This is an optimization exercise on Yosys and OpenROAD, whose aim is small area, not a production implementation. Where RTL was checked, it was by simulation tests only, not by an equivalence proof against the original.

== old ==
==> flow/design.v (excerpt) <==
module pipelined_cordic(
    input Clk, Rst,
    input signed [15:0] x_in, y_in,
    output signed [15:0] magnitude,
    output signed [15:0] angle
);
reg [14:0] x0;
reg [15:0] y0;
reg [14:0] x1;
reg [15:0] y1;
reg [0:0] d1;
reg [14:0] x2;
reg [14:0] y2;
reg [1:0] d2;
reg [14:0] x3;
reg [13:0] y3;
reg [2:0] d3;
reg [14:0] x4;
reg [12:0] y4;
reg [3:0] d4;
reg [14:0] x5;
reg [11:0] y5;
reg [4:0] d5;
reg [14:0] x6;
reg [10:0] y6;
reg [5:0] d6;
reg [14:0] x7;
reg [9:0] y7;
reg [6:0] d7;
reg [14:0] x8;
reg [8:0] y8;
reg [7:0] d8;
reg [14:0] x9;
reg [7:0] y9;
reg [8:0] d9;
reg [14:0] x10;
reg [6:0] y10;
reg [9:0] d10;
reg [14:0] x11;  
reg [5:0] y11;
reg [10:0] d11;
reg cy11;  
reg [14:0] x12;  
reg [5:0] y12;
reg [11:0] d12;
reg cy12;  
reg [14:0] x13;  
reg [4:0] y13;
reg [12:0] d13;
reg cy13;  
wire [14:0] x14;  
wire [4:0] y14;
wire [13:0] d14;
wire cy14;  
reg [14:0] x15; reg [14:0] d15; reg s15;
always @(posedge Clk) begin
    x0 <= x_in[14:0];
    y0 <= y_in;
end
wire s0 = y0[15];
wire ns0 = ~s0;
wire [14:0] u0 = y0[14:0] ^ {15{s0}};
wire [15:0] xi0 = {1'b0, x0} ^ {16{ns0}};
wire f_1_s, f_1_c; fa1 f_1 (.a(x0[0]), .b(u0[0]), .c(s0), .s(f_1_s), .co(f_1_c));
wire f_2_s, f_2_c; fa1 f_2 (.a(x0[1]), .b(u0[1]), .c(f_1_c), .s(f_2_s), .co(f_2_c));
wire f_3_s, f_3_c; fa1 f_3 (.a(x0[2]), .b(u0[2]), .c(f_2_c), .s(f_3_s), .co(f_3_c));
wire f_4_s, f_4_c; fa1 f_4 (.a(x0[3]), .b(u0[3]), .c(f_3_c), .s(f_4_s), .co(f_4_c));
wire f_5_s, f_5_c; fa1 f_5 (.a(x0[4]), .b(u0[4]), .c(f_4_c), .s(f_5_s), .co(f_5_c));
wire f_6_s, f_6_c; fa1 f_6 (.a(x0[5]), .b(u0[5]), .c(f_5_c), .s(f_6_s), .co(f_6_c));
wire f_7_s, f_7_c; fa1 f_7 (.a(x0[6]), .b(u0[6]), .c(f_6_c), .s(f_7_s), .co(f_7_c));
wire f_8_s, f_8_c; fa1 f_8 (.a(x0[7]), .b(u0[7]), .c(f_7_c), .s(f_8_s), .co(f_8_c));
wire f_9_s, f_9_c; fa1 f_9 (.a(y0[0]), .b(xi0[0]), .c(ns0), .s(f_9_s), .co(f_9_c));
wire f_10_s, f_10_c; fa1 f_10 (.a(y0[1]), .b(xi0[1]), .c(f_9_c), .s(f_10_s), .co(f_10_c));
wire f_11_s, f_11_c; fa1 f_11 (.a(y0[2]), .b(xi0[2]), .c(f_10_c), .s(f_11_s), .co(f_11_c));
wire f_12_s, f_12_c; fa1 f_12 (.a(y0[3]), .b(xi0[3]), .c(f_11_c), .s(f_12_s), .co(f_12_c));
wire f_13_s, f_13_c; fa1 f_13 (.a(y0[4]), .b(xi0[4]), .c(f_12_c), .s(f_13_s), .co(f_13_c));
wire f_14_s, f_14_c; fa1 f_14 (.a(y0[5]), .b(xi0[5]), .c(f_13_c), .s(f_14_s), .co(f_14_c));
  ...
make LEC_CHECK=0 CAP_MARGIN=20 CORE_MARGIN=2 CORE_UTILIZATION=40 CTS_BUF_LIST=sky130_fd_sc_hd__clkbuf_8 CTS_CLUSTER_DIAMETER=80 CTS_CLUSTER_SIZE=16 PLACE_DENSITY=0.6 SLEW_MARGIN=20 SYNTH_HIERARCHICAL=1 SYNTH_MINIMUM_KEEP_SIZE=0 finish   # period 4.5 ns
run.sh (not shown) runs the stock make flow with config.mk's settings and CLKGATE_MAP_FILE= SYNTH_SCRIPT=/design/flow/synth_recipe.tcl, a recipe that flattens the netlist after the stock synthesis.
old completed; timing, DRC and antenna clean
Edits applied to the flow inputs when going from old to new:
==> flow/flow/run.sh (new file) <==
#!/bin/bash
# Standard layout; the port buffers use the smallest buffer cell and the
# clock tree is built without dummy loads.
set -euo pipefail
export BUFFER_PORTS_ARGS="-buffer_cell sky130_fd_sc_hd__buf_1"
export CTS_ARGS="-sink_clustering_enable -repair_clock_nets -sink_clustering_size 16 -sink_clustering_max_diameter 80 -buf_list sky130_fd_sc_hd__clkbuf_8 -dont_use_dummy_load"
bash standard.sh > standard.log 2>&1
==> flow/standard.sh (new file) <==
#!/bin/bash
# synth_recipe.tcl (not shown) runs the flow's synth.tcl, then flattens the netlist and writes it again
# the make line also repeats each setting of config.mk as NAME=value (left out here)
make -C /OpenROAD-flow-scripts/flow DESIGN_CONFIG=/design/flow/config.mk WORK_HOME=/design/flow/orfs CLKGATE_MAP_FILE= SYNTH_SCRIPT=/design/flow/synth_recipe.tcl "${@:-finish}"
removed: flow/run.sh
Results
- new vs. old: register fraction of the total cell area went up 1.1 points, number of clock buffers in the layout went down 3, ratio of final minimum period to clock period went up 0.48 points.
- The run showing the greater maximum frequency is old.
- [compare] base=old new=new: average wire per cell in the routed design did not really move; post-route cell area lost about 2%; final core area utilization shrank by 0.94 points.


Setup of run a:
pipelined_cordic, a different RTL version from the one above (not shown whole).
Size in the first run: ~1400 cells after synthesis, ~66 I/O pins.
export LEC_CHECK = 0
export CAP_MARGIN = 20
export CORE_MARGIN = 2
export CORE_UTILIZATION = 70
export PLACE_DENSITY = 0.85
export SLEW_MARGIN = 20
export SYNTH_HIERARCHICAL = 1
export SYNTH_MINIMUM_KEEP_SIZE = 0
create_clock -name core_clock -period 4.5 [get_ports {Clk}]
standard.sh (not shown) runs the stock make flow with config.mk's settings and CLKGATE_MAP_FILE= SYNTH_SCRIPT=/design/flow/synth_recipe.tcl, a recipe that flattens the netlist after the stock synthesis.
==> flow/flow/run.sh <==
#!/bin/bash
# Standard layout; the port buffers use the smallest buffer cell and the
# clock tree is built without dummy loads.
set -euo pipefail
export BUFFER_PORTS_ARGS="-buffer_cell sky130_fd_sc_hd__buf_1"
export CTS_ARGS="-sink_clustering_enable -repair_clock_nets -sink_clustering_size 20 -sink_clustering_max_diameter 60 -buf_list sky130_fd_sc_hd__clkbuf_8 -dont_use_dummy_load"
bash standard.sh > standard.log 2>&1
Input changes introduced in run b (baseline for comparison: run a):
Settings: PLACE_DENSITY changed from 0.85 to 0.75; CAP_MARGIN changed from 20 to 0; SLEW_MARGIN changed from 20 to 0; CORE_UTILIZATION changed from 70 to 60.
==> flow/flow/run.sh <==
#!/bin/bash
# Standard layout; the port buffers use the smallest buffer cell and the
# clock tree is built without dummy loads.
set -euo pipefail
export BUFFER_PORTS_ARGS="-buffer_cell sky130_fd_sc_hd__buf_1"
export CTS_ARGS="-sink_clustering_enable -repair_clock_nets -sink_clustering_size 16 -sink_clustering_max_diameter 80 -buf_list sky130_fd_sc_hd__clkbuf_8 -dont_use_dummy_load"
bash standard.sh > standard.log 2>&1
==> results.txt <==
No run among run a and run b stopped early or left any final violation; all are clean.
On combined area of the multi-input logic cells: run b sits below run a.
In run b the clock-buffer cell count turned out 5 higher than in run a.
Run b and run a ended up with roughly the same buffer depth of the longest clock path.
Run b vs. run a: design area went up by 0.47%; via count went down by 236; cell depth of the worst flop-to-flop path went down by 1; post-place instance area went up by 88 µm².


pipelined_cordic, a different RTL version from the one above (not shown whole).
Size: ~1400 cells after synthesis, ~550 flip-flops, about 66 I/O pins, about 0.020 mm² of cells after synthesis.
Settings: LEC_CHECK=0, CAP_MARGIN=20, CORE_MARGIN=2, CORE_UTILIZATION=65, PLACE_DENSITY=0.8, SLEW_MARGIN=20, SYNTH_HIERARCHICAL=1, SYNTH_MINIMUM_KEEP_SIZE=0; clock period 4.5 ns.
==> flow/flow/run.sh <==
#!/bin/bash
# Standard layout; the port buffers use the smallest buffer cell and the
# clock tree is built without dummy loads.
set -euo pipefail
export BUFFER_PORTS_ARGS="-buffer_cell sky130_fd_sc_hd__buf_1"
export CTS_ARGS="-sink_clustering_enable -repair_clock_nets -sink_clustering_size 10 -sink_clustering_max_diameter 50 -buf_list sky130_fd_sc_hd__clkbuf_4 -dont_use_dummy_load"
bash standard.sh > standard.log 2>&1
Then changed:
CORE_UTILIZATION = 70   (was 65)
PLACE_DENSITY = 0.85   (was 0.8)
Result:
- setup slack gets worse by 0.082 ns
- final area barely changes
- clock-buffer cell count is unchanged
- sequential cell count is unchanged
Then changed:
CORE_UTILIZATION = 55   (was 70)
PLACE_DENSITY = 0.7   (was 0.85)
Clock skew decreases by 0.015 ns.
Worst hold slack degrades by 0.030 ns.
Maximum frequency increases by 2.2%.
Clock-buffer cell count rose by 6.


Another version of the RTL of pipelined_cordic (not shown whole).
For scale: ~560 flip-flops, about 66 I/O pins.
==> flow/config.mk <==
export PLATFORM = sky130hd
export DESIGN_NAME = pipelined_cordic
export DESIGN_NICKNAME = pipelined_cordic
export VERILOG_FILES = /design/flow/design.v
export SDC_FILE = /design/flow/constraint.sdc
export NUM_CORES = 4
export LEC_CHECK = 0
export CAP_MARGIN = 20
export CORE_MARGIN = 2
export CORE_UTILIZATION = 40
export CTS_BUF_LIST = sky130_fd_sc_hd__clkbuf_8
export CTS_CLUSTER_DIAMETER = 80
export CTS_CLUSTER_SIZE = 16
export PLACE_DENSITY = 0.6
export SLEW_MARGIN = 20
export SYNTH_HIERARCHICAL = 1
export SYNTH_MINIMUM_KEEP_SIZE = 0
==> flow/constraint.sdc <==
create_clock -name core_clock -period 4.5 [get_ports {Clk}]
set_input_delay 0.9000 -clock core_clock [delete_from_list [all_inputs] [get_ports {Clk}]]
set_output_delay 0.9000 -clock core_clock [all_outputs]
set_load 0.01 [all_outputs]
==> flow/flow/run.sh <==
#!/bin/bash
# Standard layout; the port buffers use the smallest buffer cell.
set -euo pipefail
export BUFFER_PORTS_ARGS="-buffer_cell sky130_fd_sc_hd__buf_1"
bash standard.sh > standard.log 2>&1
The first run produced a clean layout.
Change:
==> flow/run.sh (new file) <==
#!/bin/bash
# synth_recipe.tcl (not shown) runs the flow's synth.tcl, then flattens the netlist and writes it again
# the make line also repeats each setting of config.mk as NAME=value (left out here)
make -C /OpenROAD-flow-scripts/flow DESIGN_CONFIG=/design/flow/config.mk WORK_HOME=/design/flow/orfs CLKGATE_MAP_FILE= SYNTH_SCRIPT=/design/flow/synth_recipe.tcl finish
removed: flow/flow/run.sh
removed: flow/standard.sh
Result:
- register-to-register slack degrades by 40 ps
- utilization is higher by 0.71 points
- global-route usage went up by 0.14 points
- flip-flop and latch count does not change
- worst setup slack loses 43 ps
- sequential share of layout area shrinks by 0.76 points
- via count shrinks by about 0.8%
- fmax goes down by about 1%
Change:
CTS_CLUSTER_DIAMETER = 70   (was 80)
CTS_CLUSTER_SIZE = 19   (was 16)
After rerunning:
- The changed run produced a clean layout
- design area barely changes
- die area does not change
- first-iteration DRC count went down by roughly a tenth
- sequential share of layout area barely changes
- utilization barely changes
Function was not checked in any run of this note: the RTL went through the layout flow alone.

## what the ideal ports hide
Ports are ideal in the flow. The routed layouts listed here were re-timed in OpenROAD. Step 1 (the two cells are an assumption about what drives the block):
set clk [get_ports {Clk}]
set_driving_cell -lib_cell sky130_fd_sc_hd__clkbuf_16 $clk
set_driving_cell -lib_cell sky130_fd_sc_hd__buf_2 [delete_from_list [all_inputs] $clk]
Step 2 also shifts input and output timing later by t, the mid clock arrival at the registers, as if the neighbouring blocks saw the same clock. Slacks: no drivers / after step 1 / after step 2; pairs: no drivers / after step 1.
run	shift t [ns]	setup WS [ns]	worst data-port slew with drivers (ns)
old	0.653	0.177 / 0.177 / 0.177	0.03
new	0.626	0.156 / 0.156 / 0.156	0.03
run a	0.568	0.085 / 0.085 / 0.085	0.03
run b	0.583	0.159 / 0.159 / 0.159	0.04
the first run of note 3	0.726	0.159 / 0.159 / 0.159	0.03
the second run of note 3	0.731	0.077 / 0.077 / 0.077	0.04
the third run of note 3	0.739	0.171 / 0.171 / 0.171	0.03
the first run of note 4	0.659	0.218 / 0.218 / 0.218	0.04
the second run of note 4	0.659	0.175 / 0.175 / 0.175	0.03
the third run of note 4	0.661	0.153 / 0.153 / 0.153	0.03
After both steps every run listed still meets setup and hold.
